Source: an optimization exercise on an open RTL-to-GDS flow (aim: small area and a short achievable clock period). Production flows keep margins and buffers that such runs may drop.
Function was checked by simulation only, so behaviour that the tests miss may differ from the original.
Power is estimated from default activity; no workload was simulated.

==> flow/design.v (excerpt) <==
module vreg_xbar (input clk,
                  input reset,
                  input [7:0] req_vld,
                  input [7:0] req_write,
                  input [63:0] req_len,
                  input [23:0] req_ptr,
                  input [47:0] req_addr,
                  input [255:0] req_data,
                  output [47:0] rd_addr,
                  output [7:0] wr_en,
                  output [47:0] wr_addr,
                  output [255:0] wr_data,
                  output [7:0] grant,
                  output [7:0] rsp_vld,
                  output [23:0] rsp_reg
                 );
   wire [63:0] mask;              
   wire [63:0] ugff;              
   reg  [63:0] t, nt_pre;         
   reg  [7:0]  nanym;             
   reg  [7:0]  win, ugw;
   reg  [63:0] dec;               
   always_comb begin
      for (int r = 0; r < 8; r++) begin
         for (int q = 0; q < 8; q++) begin
            dec[r*8+q] = req_vld[q] && (req_ptr[q*3 +: 3] == r);
            t[r*8+q] = dec[r*8+q] && mask[r*8+q];
         end
         nt_pre[r*8] = 1'b1;
         for (int q = 1; q < 8; q++)
            nt_pre[r*8+q] = nt_pre[r*8+q-1] && !t[r*8+q-1];
         nanym[r] = nt_pre[r*8+7] && !t[r*8+7];
      end
      for (int p = 0; p < 8; p++) begin
         win[p] = 1'b0;
         ugw[p] = 1'b0;
         for (int r = 0; r < 8; r++) begin
            win[p] = win[p] | (t[r*8+p] && nt_pre[r*8+p]);
            ugw[p] = ugw[p] | (ugff[r*8+p] && nanym[r]);
         end
      end
   end
   assign grant = win | ugw;
   wire [63:0] g;                 
   generate for (genvar r = 0; r < 8; r++) begin : arb
      reg  [7:0] req, reqc, mg, uf, sel, len_sel;
      reg        hit, anyg, match;
      reg  [6:0] nm;              
      reg  [7:0] c;               
      reg  [2:0] ug_idx;          
      reg        ug_v;
      reg  [2:0] ug_idx_d;
      reg  [5:0] addr_q;
      reg        wen_q;
      reg  [31:0] data_q;
      assign mask[r*8 +: 8] = {nm, 1'b0};
      always_comb begin
         for (int p = 0; p < 8; p++) begin
            req[p]  = dec[r*8+p];
  ...
For scale: about 810 I/O pins, ~42000 um2 of cells after synthesis.
Settings: LEC_CHECK=0, CAP_MARGIN=30, CELL_PAD_IN_SITES_DETAIL_PLACEMENT=1, CELL_PAD_IN_SITES_GLOBAL_PLACEMENT=2, CORE_MARGIN=2, CORE_UTILIZATION=25, CTS_BUF_LIST=sky130_fd_sc_hd__clkbuf_8, PLACE_DENSITY=0.35, SETUP_SLACK_MARGIN=4.0, SLEW_MARGIN=20, TNS_END_PERCENT=0; clock period 8.0 ns.
standard.sh (not shown) runs the stock make flow with config.mk's settings and CLKGATE_MAP_FILE= SYNTH_SCRIPT=/design/flow/synth_recipe.tcl, a recipe that flattens the netlist after the stock synthesis.
==> flow/flow/run.sh <==
#!/bin/bash
# Own layout flow: the standard ORFS flow (standard synthesis unchanged), with
#  - port buffers made from the smallest buffer cell instead of the resizer's default pick,
#  - clock tree built from clkbuf_8 in larger sink clusters, without dummy balancing loads.
set -euo pipefail
export BUFFER_PORTS_ARGS="-buffer_cell sky130_fd_sc_hd__buf_1"
export CTS_ARGS="-sink_clustering_enable -repair_clock_nets -sink_clustering_size 12 -sink_clustering_max_diameter 60 -buf_list sky130_fd_sc_hd__clkbuf_8 -dont_use_dummy_load"
bash standard.sh > standard_flow.log 2>&1
The first run went through all stages and came out clean.
Rerun with:
==> flow/flow/run.sh (replaced) <==
#!/bin/bash
# Own layout flow: the standard ORFS flow (standard synthesis unchanged), with
#  - port buffers made from the smallest buffer cell instead of the resizer's default pick,
#  - clock tree built from clkbuf_4 in 8-sink clusters, without dummy balancing loads.
set -euo pipefail
export BUFFER_PORTS_ARGS="-buffer_cell sky130_fd_sc_hd__buf_1"
export CTS_ARGS="-sink_clustering_enable -repair_clock_nets -sink_clustering_size 8 -sink_clustering_max_diameter 40 -buf_list sky130_fd_sc_hd__clkbuf_4 -dont_use_dummy_load"
bash standard.sh > standard_flow.log 2>&1
Settings changed: CORE_UTILIZATION 25 to 30, CTS_BUF_LIST sky130_fd_sc_hd__clkbuf_8 to sky130_fd_sc_hd__clkbuf_4, PLACE_DENSITY 0.35 to 0.4.
Worst setup slack improves by 33 ps.
Design area shrinks by 1.7%.
Flip-flop and latch count stays the same.
Sequential power fell by about 0.8%.
Area after synthesis stays the same.
Rerun with:
Settings changed: CORE_UTILIZATION 30 to 25, PLACE_DENSITY 0.4 to 0.35.
What happened:
- final cell count is higher by 6.1%
- power is higher by 2.1%
- design area is higher by 1.8%
- synthesized area does not change
- sequential power barely changes
- count of clock-buffer cells in the layout is higher by 13
- combinational power is higher by about 1%
- die area is higher by 20%
- utilization is lower by 5.5 points
- setup slack degrades by 30 ps
- non-clock buffer count is higher by 29

The RTL this note starts from:
==> flow/design.v <==
module vreg_xbar (input clk,
                  input reset,
                  input [7:0] req_vld,
                  input [7:0] req_write,
                  input [63:0] req_len,
                  input [23:0] req_ptr,
                  input [47:0] req_addr,
                  input [255:0] req_data,
                  output [47:0] rd_addr,
                  output [7:0] wr_en,
                  output [47:0] wr_addr,
                  output [255:0] wr_data,
                  output [7:0] grant,
                  output [7:0] rsp_vld,
                  output [23:0] rsp_reg
                 );
   wire [63:0] mask;              
   wire [63:0] ugff;              
   reg  [63:0] t, nt_pre;         
   reg  [7:0]  nanym;             
   reg  [7:0]  win, ugw;
   reg  [63:0] dec;               
   always_comb begin
      for (int r = 0; r < 8; r++) begin
         for (int q = 0; q < 8; q++) begin
            dec[r*8+q] = req_vld[q] && (req_ptr[q*3 +: 3] == r);
            t[r*8+q] = dec[r*8+q] && mask[r*8+q];
         end
         nt_pre[r*8] = 1'b1;
         for (int q = 1; q < 8; q++)
            nt_pre[r*8+q] = nt_pre[r*8+q-1] && !t[r*8+q-1];
         nanym[r] = nt_pre[r*8+7] && !t[r*8+7];
      end
      for (int p = 0; p < 8; p++) begin
         win[p] = 1'b0;
         ugw[p] = 1'b0;
         for (int r = 0; r < 8; r++) begin
            win[p] = win[p] | (t[r*8+p] && nt_pre[r*8+p]);
            ugw[p] = ugw[p] | (ugff[r*8+p] && nanym[r]);
         end
      end
   end
   assign grant = win | ugw;
   wire [63:0] g;                 
   generate for (genvar r = 0; r < 8; r++) begin : arb
      reg  [7:0] req, reqc, mg, uf, sel, len_sel;
      reg        hit, anyg, match;
      reg  [6:0] nm;              
      reg  [7:0] num;             
      reg  [2:0] ug_idx;          
      reg        ug_v;
      reg  [2:0] ug_idx_d;
      reg  [5:0] addr_q;
      reg        wen_q;
      reg  [31:0] data_q;
      assign mask[r*8 +: 8] = {nm, 1'b0};
      always_comb begin
         for (int p = 0; p < 8; p++) begin
            req[p]  = dec[r*8+p];
            reqc[p] = req[p] && (req_len[p*8 +: 8] != 0);
            uf[p]   = ug_v && (ug_idx == p);
            mg[p]   = t[r*8+p] && nt_pre[r*8+p];
         end
         sel  = !nanym[r] ? mg : (uf & req);
         hit  = |sel;
         anyg = !nanym[r] | ug_v;
         len_sel = 0;
         for (int p = 0; p < 8; p++)
            len_sel = len_sel | ({8{sel[p]}} & req_len[p*8 +: 8]);
         match = hit && (num != 8'hff) && (len_sel == num + 8'd1);
         ug_idx_d = 0;
         for (int p = 7; p >= 0; p--)
            if (reqc[p]) ug_idx_d = p;
      end
      assign ugff[r*8 +: 8] = uf;
      assign g[r*8 +: 8] = !nanym[r] ? mg : uf;
      always_ff @(posedge clk or negedge reset) begin
         if (!reset) begin
            nm <= 0;
            num <= 0;
            ug_idx <= 0;
            ug_v <= 0;
         end else begin
            ug_v <= |reqc;
            ug_idx <= ug_idx_d;
            if (anyg) begin
               if (match) begin
                  num <= 0;
                  nm <= {nm[5:0], 1'b0} | (!nanym[r] ? 7'd0 : uf[6:0]);
               end else
                  num <= num + 8'd1;
            end
         end
      end
      reg [5:0]  addr_d;
      reg [31:0] data_d;
      always_comb begin
         addr_d = {6{~hit}} & addr_q;
         data_d = {32{~hit}} & data_q;
         for (int p = 0; p < 8; p++) begin
            addr_d = addr_d | ({6{sel[p]}} & req_addr[p*6 +: 6]);
            data_d = data_d | ({32{sel[p]}} & req_data[p*32 +: 32]);
         end
      end
      always_ff @(posedge clk or negedge reset) begin
         if (!reset) begin
            addr_q <= 0;
            wen_q <= 0;
            data_q <= 0;
         end else begin
            wen_q <= |(sel & req_write);
            addr_q <= addr_d;
            data_q <= data_d;
         end
      end
      assign rd_addr[r*6 +: 6] = addr_q;
      assign wr_addr[r*6 +: 6] = addr_q;
      assign wr_en[r] = wen_q;
      assign wr_data[r*32 +: 32] = data_q;
   end endgenerate
   reg [7:0]  rspv_q;
   reg [23:0] rsp_ff, rsp_q;
   always_ff @(posedge clk or negedge reset) begin
      if (!reset) begin
         rspv_q <= 0;
         rsp_ff <= 0;
         rsp_q <= 0;
      end else begin
         rspv_q <= req_vld & grant;
         rsp_q <= rsp_ff;
         for (int p = 0; p < 8; p++)
            for (int r = 0; r < 8; r++)
               if (g[r*8+p]) rsp_ff[p*3 +: 3] <= r;
      end
   end
   assign rsp_vld = rspv_q;
   assign rsp_reg = rsp_q;
endmodule
export LEC_CHECK = 0
export CAP_MARGIN = 30
export CELL_PAD_IN_SITES_DETAIL_PLACEMENT = 1
export CELL_PAD_IN_SITES_GLOBAL_PLACEMENT = 2
export CORE_MARGIN = 2
export CORE_UTILIZATION = 25
export CTS_BUF_LIST = sky130_fd_sc_hd__clkbuf_8
export PLACE_DENSITY = 0.35
export SETUP_SLACK_MARGIN = 4.0
export SLEW_MARGIN = 20
export TNS_END_PERCENT = 0
create_clock -name core_clock -period 8.0 [get_ports {clk}]
==> flow/flow/run.sh <==
#!/bin/bash
# Own layout flow: the standard ORFS flow (standard synthesis unchanged), with
#  - port buffers made from the smallest buffer cell instead of the resizer's default pick,
#  - clock tree built from clkbuf_8 in 12-sink clusters, without dummy balancing loads.
set -euo pipefail
export BUFFER_PORTS_ARGS="-buffer_cell sky130_fd_sc_hd__buf_1"
export CTS_ARGS="-sink_clustering_enable -repair_clock_nets -sink_clustering_size 12 -sink_clustering_max_diameter 60 -buf_list sky130_fd_sc_hd__clkbuf_8 -dont_use_dummy_load"
bash standard.sh > standard_flow.log 2>&1
The starting point went through all stages and came out clean.
Edit:
==> flow/flow/run.sh (replaced) <==
#!/bin/bash
# Own layout flow: the standard ORFS flow (standard synthesis unchanged), with the
# port buffers made from the smallest buffer cell instead of the resizer's default pick.
set -euo pipefail
export BUFFER_PORTS_ARGS="-buffer_cell sky130_fd_sc_hd__buf_1"
bash standard.sh > standard_flow.log 2>&1
Settings changed: SETUP_SLACK_MARGIN 4.0 to 3.5, TNS_END_PERCENT 0 to not set.
- The new run completed with no timing, DRC or antenna violations
- wire length went up by 4.0%
- critical path depth went down by 2
- via count went up by 3.1%
- worst hold slack improves by 32 ps
- clock power went up by 49%
- synthesized cell count stays the same
Edit:
==> flow/flow/run.sh (replaced) <==
#!/bin/bash
# Own layout flow: the standard ORFS flow (standard synthesis unchanged), with
#  - port buffers made from the smallest buffer cell instead of the resizer's default pick,
#  - clock tree built from clkbuf_4 in 8-sink clusters, without dummy balancing loads.
set -euo pipefail
export BUFFER_PORTS_ARGS="-buffer_cell sky130_fd_sc_hd__buf_1"
export CTS_ARGS="-sink_clustering_enable -repair_clock_nets -sink_clustering_size 8 -sink_clustering_max_diameter 40 -buf_list sky130_fd_sc_hd__clkbuf_4 -dont_use_dummy_load"
bash standard.sh > standard_flow.log 2>&1
Settings changed: CTS_BUF_LIST sky130_fd_sc_hd__clkbuf_8 to sky130_fd_sc_hd__clkbuf_4, SETUP_SLACK_MARGIN 3.5 to 4.0, TNS_END_PERCENT set to 0.
Result: The new run went through all stages and came out clean; synthesized area is unchanged; first-iteration DRC count went down by 11%; worst hold slack got worse by 34 ps; global-route usage went down by 1.0 points.

port drivers added, routing unchanged:
No port has a modelled driver above. Below, the same layouts with a new extraction and two added sets of constraints. Step 1 (the two cells are an assumption about what drives the block):
set clk [get_ports {clk}]
set_driving_cell -lib_cell sky130_fd_sc_hd__clkbuf_16 $clk
set_driving_cell -lib_cell sky130_fd_sc_hd__buf_2 [delete_from_list [all_inputs] $clk]
Step 2 also shifts input and output timing later by t, the mid clock arrival at the registers, as if the neighbouring blocks saw the same clock. Three values: no drivers, after step 1, after step 2; two values: the first two.
run	t (ns)	slack for setup (ns)	hold WS [ns]	worst setup path after step 2	worst register clock-pin slew, ns
the first run of note 1	0.938	2.700 / 2.653 / 1.915	0.374 / 0.374 / 0.374	input to register	0.09 / 0.09
the second run of note 1	1.196	2.733 / 2.678 / 1.565	0.377 / 0.377 / 0.377	input to register	0.10 / 0.10
the third run of note 1	1.320	2.703 / 2.678 / 1.399	0.377 / 0.377 / 0.377	input to register	0.10 / 0.10
the first run of note 2	0.950	2.639 / 2.597 / 1.798	0.344 / 0.344 / 0.344	input to register	0.09 / 0.09
the second run of note 2	1.008	2.607 / 2.378 / 1.813	0.376 / 0.376 / 0.376	input to register	0.08 / 0.08
the third run of note 2	1.317	2.646 / 2.609 / 1.526	0.343 / 0.279 / 0.343	input to register	0.09 / 0.09
After both steps every run listed still meets setup and hold. The setup slack of the third run of note 1, which loses most, moves by -0.025 ns with the drivers and by -1.304 ns with both steps.
